Source: an optimization exercise on an open RTL-to-GDS flow (aim: small area, a short achievable clock period and few clock cycles per item). Production flows keep margins and buffers that such runs may drop. At most, simulation tests tie the RTL to the original design; equivalence was not proved.

==> inputs of job 5791 <==
// vs4x400_core
module vs4x400_core (
    input clk, input reset,
    input start_search,
    input [9:0] vector_count,
    input [7:0] dim_size,
    output reg [11:0] mem_addr,
    input signed [63:0] mem_data,
    output [31:0] max_score,
    output reg [7:0] winner_id,
    output reg busy
);
export LEC_CHECK = 0
export CAP_MARGIN = 20
export CORE_MARGIN = 2
export CORE_UTILIZATION = 40
export CTS_BUF_LIST = sky130_fd_sc_hd__clkbuf_8
export CTS_CLUSTER_SIZE = 25
export SLEW_MARGIN = 20
create_clock -name core_clock -period 16.0 [get_ports {clk}]
standard.sh (not shown) runs the stock make flow with config.mk's settings and CLKGATE_MAP_FILE= SYNTH_SCRIPT=/design/flow/synth_recipe.tcl, a recipe that flattens the netlist after the stock synthesis.
==> flow/flow/run.sh <==
#!/bin/bash
# The standard layout (standard synthesis unchanged), with two changes to how the layout is
# made: every port still gets a buffer, but outputs get buf_4 and inputs buf_1 instead of the
# delay buffer buffer_ports picks by default; and the resizer's repair aims for setup slack
# below the clock period. Each tool's output is in orfs/logs; make's output in standard.log.
set -euo pipefail
here=$(pwd)
bash standard.sh \
  PRE_GLOBAL_PLACE_TCL="$here/flow/ports.tcl" \
  BUFFER_PORTS_ARGS="-inputs -buffer_cell sky130_fd_sc_hd__buf_1" \
  SETUP_SLACK_MARGIN=11.7 \
  finish > standard.log 2>&1
==> flow/flow/ports.tcl <==
# Sourced before global placement (PRE_GLOBAL_PLACE_TCL): buffer the outputs with buf_4;
# the flow's own buffer_ports call (BUFFER_PORTS_ARGS) then buffers the inputs with buf_1.
buffer_ports -outputs -buffer_cell sky130_fd_sc_hd__buf_4
==> inputs of job 4107, as changes to job 5791 <==
--- a/flow/design.v
+++ b/flow/design.v
@@ -9,33 +9,30 @@
     output reg [7:0] winner_id,
     output reg busy
 );
     reg fetch;             
     reg first;             
     reg [4:0] krem;        
-    reg [8:0] vrem;        
     wire last_word = (krem == 5'd1);
-    wire last_vec = (vrem == 9'd1);
+    wire done;             
     always @(posedge clk or posedge reset) begin
         if (reset) begin
             fetch <= 1'b0;
             mem_addr <= 12'd0;
         end else begin
-            fetch <= start_search | (fetch & ~(last_word & last_vec));
+            fetch <= start_search | (fetch & ~done);
             mem_addr <= fetch ? mem_addr + 12'd1 : 12'd0;
         end
     end
     always @(posedge clk) begin
         krem <= (~fetch | last_word) ? dim_size[7:3] : krem - 5'd1;
-        vrem <= ~fetch ? vector_count[8:0] : (last_word ? vrem - 9'd1 : vrem);
         first <= ~fetch | last_word;
     end
     reg [63:0] d1;
     reg f1;                
     reg l1;                
-    reg e1;                
     reg [21:0] acc_s, acc_c;
     wire [21:0] as_q = f1 ? 22'd0 : acc_s;
     wire [21:0] ac_q = f1 ? 22'd0 : acc_c;
     wire pp1;
     wire pp2;
     wire pp3;
@@ -1752,53 +1749,47 @@
     assign c272 = (1'b1 & as_q[21]) | (ac_q[21] & (1'b1 ^ as_q[21]));
     assign s273 = c270 ^ s272 ^ c271;
     assign c273 = (c270 & s272) | (c271 & (c270 ^ s272));
     wire [21:0] acc_s_d = {s273, s271, s269, s267, s265, s263, c257, s257, c237, c221, c201, c177, c150, c121, c92, s92, s67, s46, s29, s16, s6, s1};
     wire [21:0] acc_c_d = {1'b0, 1'b0, c267, 1'b0, 1'b0, c261, s261, c249, s249, s237, s221, s201, s177, s150, s121, 1'b0, 1'b0, 1'b0, 1'b0, 1'b0, s7, s2};
     always @(posedge clk or posedge reset) begin
-        if (reset) begin
+        if (reset)
             l1 <= 1'b0;
-            e1 <= 1'b0;
-        end else begin
-            l1 <= fetch & last_word;
-            e1 <= fetch & last_word & last_vec;
-        end
+        else
+            l1 <= fetch & last_word & ~done;
     end
     always @(posedge clk) begin
         d1 <= mem_data;
         f1 <= first;
         acc_s <= acc_s_d;
         acc_c <= acc_c_d;
     end
     reg d2;                
-    reg e2;                
-    reg firstv;            
     reg [7:0] vid;         
     reg [21:0] best;
     reg best31;
+    wire [8:0] vid_next = {1'b0, vid} + 9'd1;
+    assign done = d2 & (vid_next == vector_count[8:0]);
     wire signed [21:0] score = acc_s + acc_c;
-    wire take = d2 & (firstv | (score > $signed(best)));
+    wire take = d2 & ((vid == 8'd0) | (score > $signed(best)));
     always @(posedge clk or posedge reset) begin
         if (reset) begin
             d2 <= 1'b0;
-            e2 <= 1'b0;
             busy <= 1'b0;
             best <= 22'd1;
             best31 <= 1'b1;
             winner_id <= 8'hFF;
         end else begin
-            d2 <= l1;
-            e2 <= e1;
-            busy <= start_search | (busy & ~e2);
+            d2 <= l1 & ~done;
+            busy <= start_search | (busy & ~done);
             if (take) begin
                 best <= score;
                 best31 <= score[21];
                 winner_id <= vid;
             end
         end
     end
     always @(posedge clk) begin
-        firstv <= ~busy | (firstv & ~d2);
-        vid <= ~busy ? 8'd0 : vid + {7'd0, d2};
+        vid <= ~busy ? 8'd0 : (d2 ? vid_next[7:0] : vid);
     end
     assign max_score = {best31, {9{best[21]}}, best};
 endmodule
==> flow/flow/run.sh (replaced) <==
#!/bin/bash
# The standard layout (standard synthesis unchanged), with two changes to how the layout is
# made: every port still gets a buffer, but outputs get buf_4 and inputs buf_1 instead of the
# delay buffer buffer_ports picks by default (flow/ports.tcl); and the resizer's repair aims for setup slack
# below the clock period. Each tool's output is in orfs/logs; make's output in standard.log.
set -euo pipefail
here=$(pwd)
bash standard.sh \
  PRE_GLOBAL_PLACE_TCL="$here/flow/ports.tcl" \
  SETUP_SLACK_MARGIN=11.7 \
  finish > standard.log 2>&1
==> flow/flow/ports.tcl (replaced) <==
# Sourced before global placement (PRE_GLOBAL_PLACE_TCL). global_place.tcl then calls
# buffer_ports; this wraps it so that every port still gets a buffer, but inputs get buf_1 and
# outputs buf_4 instead of the delay buffer buffer_ports picks by default.
rename buffer_ports my_std_buffer_ports
proc buffer_ports {args} {
  my_std_buffer_ports -inputs -buffer_cell sky130_fd_sc_hd__buf_1
  my_std_buffer_ports -outputs -buffer_cell sky130_fd_sc_hd__buf_4
}
==> flow/config.mk (replaced) <==
export PLATFORM = sky130hd
export DESIGN_NAME = vs4x400_core
export DESIGN_NICKNAME = vs4x400_core
export VERILOG_FILES = /design/flow/design.v
export SDC_FILE = /design/flow/constraint.sdc
export NUM_CORES = 4
export LEC_CHECK = 0
export CAP_MARGIN = 20
export CORE_MARGIN = 2
export CORE_UTILIZATION = 55
export SLEW_MARGIN = 20
==> inputs of job 6581, as changes to job 5791 <==
==> flow/config.mk (replaced) <==
export PLATFORM = sky130hd
export DESIGN_NAME = vs4x400_core
export DESIGN_NICKNAME = vs4x400_core
export VERILOG_FILES = /design/flow/design.v
export SDC_FILE = /design/flow/constraint.sdc
export NUM_CORES = 4
export LEC_CHECK = 0
export CAP_MARGIN = 20
export CORE_MARGIN = 2
export CORE_UTILIZATION = 40
export SLEW_MARGIN = 20
==> results.txt <==
- Against job 5791, the final cell count of job 4107 is smaller by 5.9%.
- In die area, job 6581 and job 5791 do not differ.
- In job 6581 the maximum frequency is smaller than in job 5791, by 0.27%.
- Critical path depth, lowest first: job 5791, job 4107, job 6581.
- Between job 4107 and job 5791, the lower global-route usage is in job 5791 (gap 7.3 points).
- Clock-buffer cell count is the same in job 6581 and job 5791.
- Setup slack, lowest first: job 4107, job 6581, job 5791.
- Flip-flop and latch count is the same in job 5791 and job 6581.
==> figures <==
quantity                                                              job 4107        job 6581              job 5791
Synth Area per Inst                                                  10.84 um2       10.70 um2             10.70 um2
Share of final layout cell area taken by non-clock buffers              7.338%          3.274%                4.016%
Worst endpoint data arrival time                                       4.70 ns         4.69 ns               1.14 ns
Relative slew margins                                                   42.58%          32.47%                29.37%
Multi-input combinational cell count                                       870             906                   906
Max stage delay on crit path                                           0.60 ns         0.59 ns                     -
Result of the run                             no timing/DRC/antenna violations  no timing/DRC/antenna violations  no timing/DRC/antenna violations
Count of flip-flops with a built-in enable after synthesis                   0               9                     9
Fraction of layout cells with a size suffix above 1                     25.85%          15.04%                17.75%
Final Cycle Share                                                       27.35%          27.21%                27.14%
Net count of the mapped netlist                                           1665            1709                  1709
Buffering stage count on the worst path with inverters included              1               4                     -
Signal buffers                                                             185             102                   121
Timing startpoint of the critical path                           d1[0]$_DFF_P_  d1[14]$_DFF_P_  best[21]$_DFFE_PP0P_
Sum of routed wire segments on met1                                   14.60 mm        14.64 mm              14.73 mm
Logic inverters                                                            214             210                   210
Total Nets Final                                                          1843            1806                  1825
Sequential fraction of the synthesis area                               25.20%          27.12%                27.12%
Number of sequential storage elements                                      161             173                   173
Asr flop ratio synth                                                    29.19%          28.32%                28.32%
Pin slew with the least headroom to its limit                        0.8603 ns        1.011 ns              1.058 ns
Testbench counts of job 5791, summed over its fixed seeds: cycles 76,099, words 75,811.
Testbench counts of job 6581, summed over its fixed seeds: cycles 76,099, words 75,811.
No functional check of the RTL was part of job 4107.

-- port drivers added, routing unchanged --
The results above use ideal ports. As a check the final layouts listed here were re-extracted and re-timed, cells and wires unchanged.
Step 1 (the two cells are an assumption about what drives the block):
set clk [get_ports {clk}]
set_driving_cell -lib_cell sky130_fd_sc_hd__clkbuf_16 $clk
set_driving_cell -lib_cell sky130_fd_sc_hd__buf_2 [delete_from_list [all_inputs] $clk]
Step 2, shift: input delay + t, output delay - t, t = (earliest + latest rising clock arrival at the registers) / 2. This alone moves slack from input paths to output paths.
Slacks: ideal ports / drivers / drivers and shift; pairs: ideal ports / drivers.
| run | t (ns) | setup slack, ns | worst setup path after step 2 | clock arrival spread, ns |
|---|---|---|---|---|
| job 5791 | 0.544 | 11.658 / 11.613 / 11.661 | register to register | 0.018 / 0.019 |
| job 4107 | 0.480 | 11.623 / 11.588 / 11.423 | input to register | 0.017 / 0.016 |
| job 6581 | 0.499 | 11.646 / 11.646 / 11.646 | register to register | 0.012 / 0.012 |
After both steps setup and hold are still met in every run listed. The setup slack of job 4107, which loses most, moves by -0.035 ns with the drivers and by -0.200 ns with both steps.
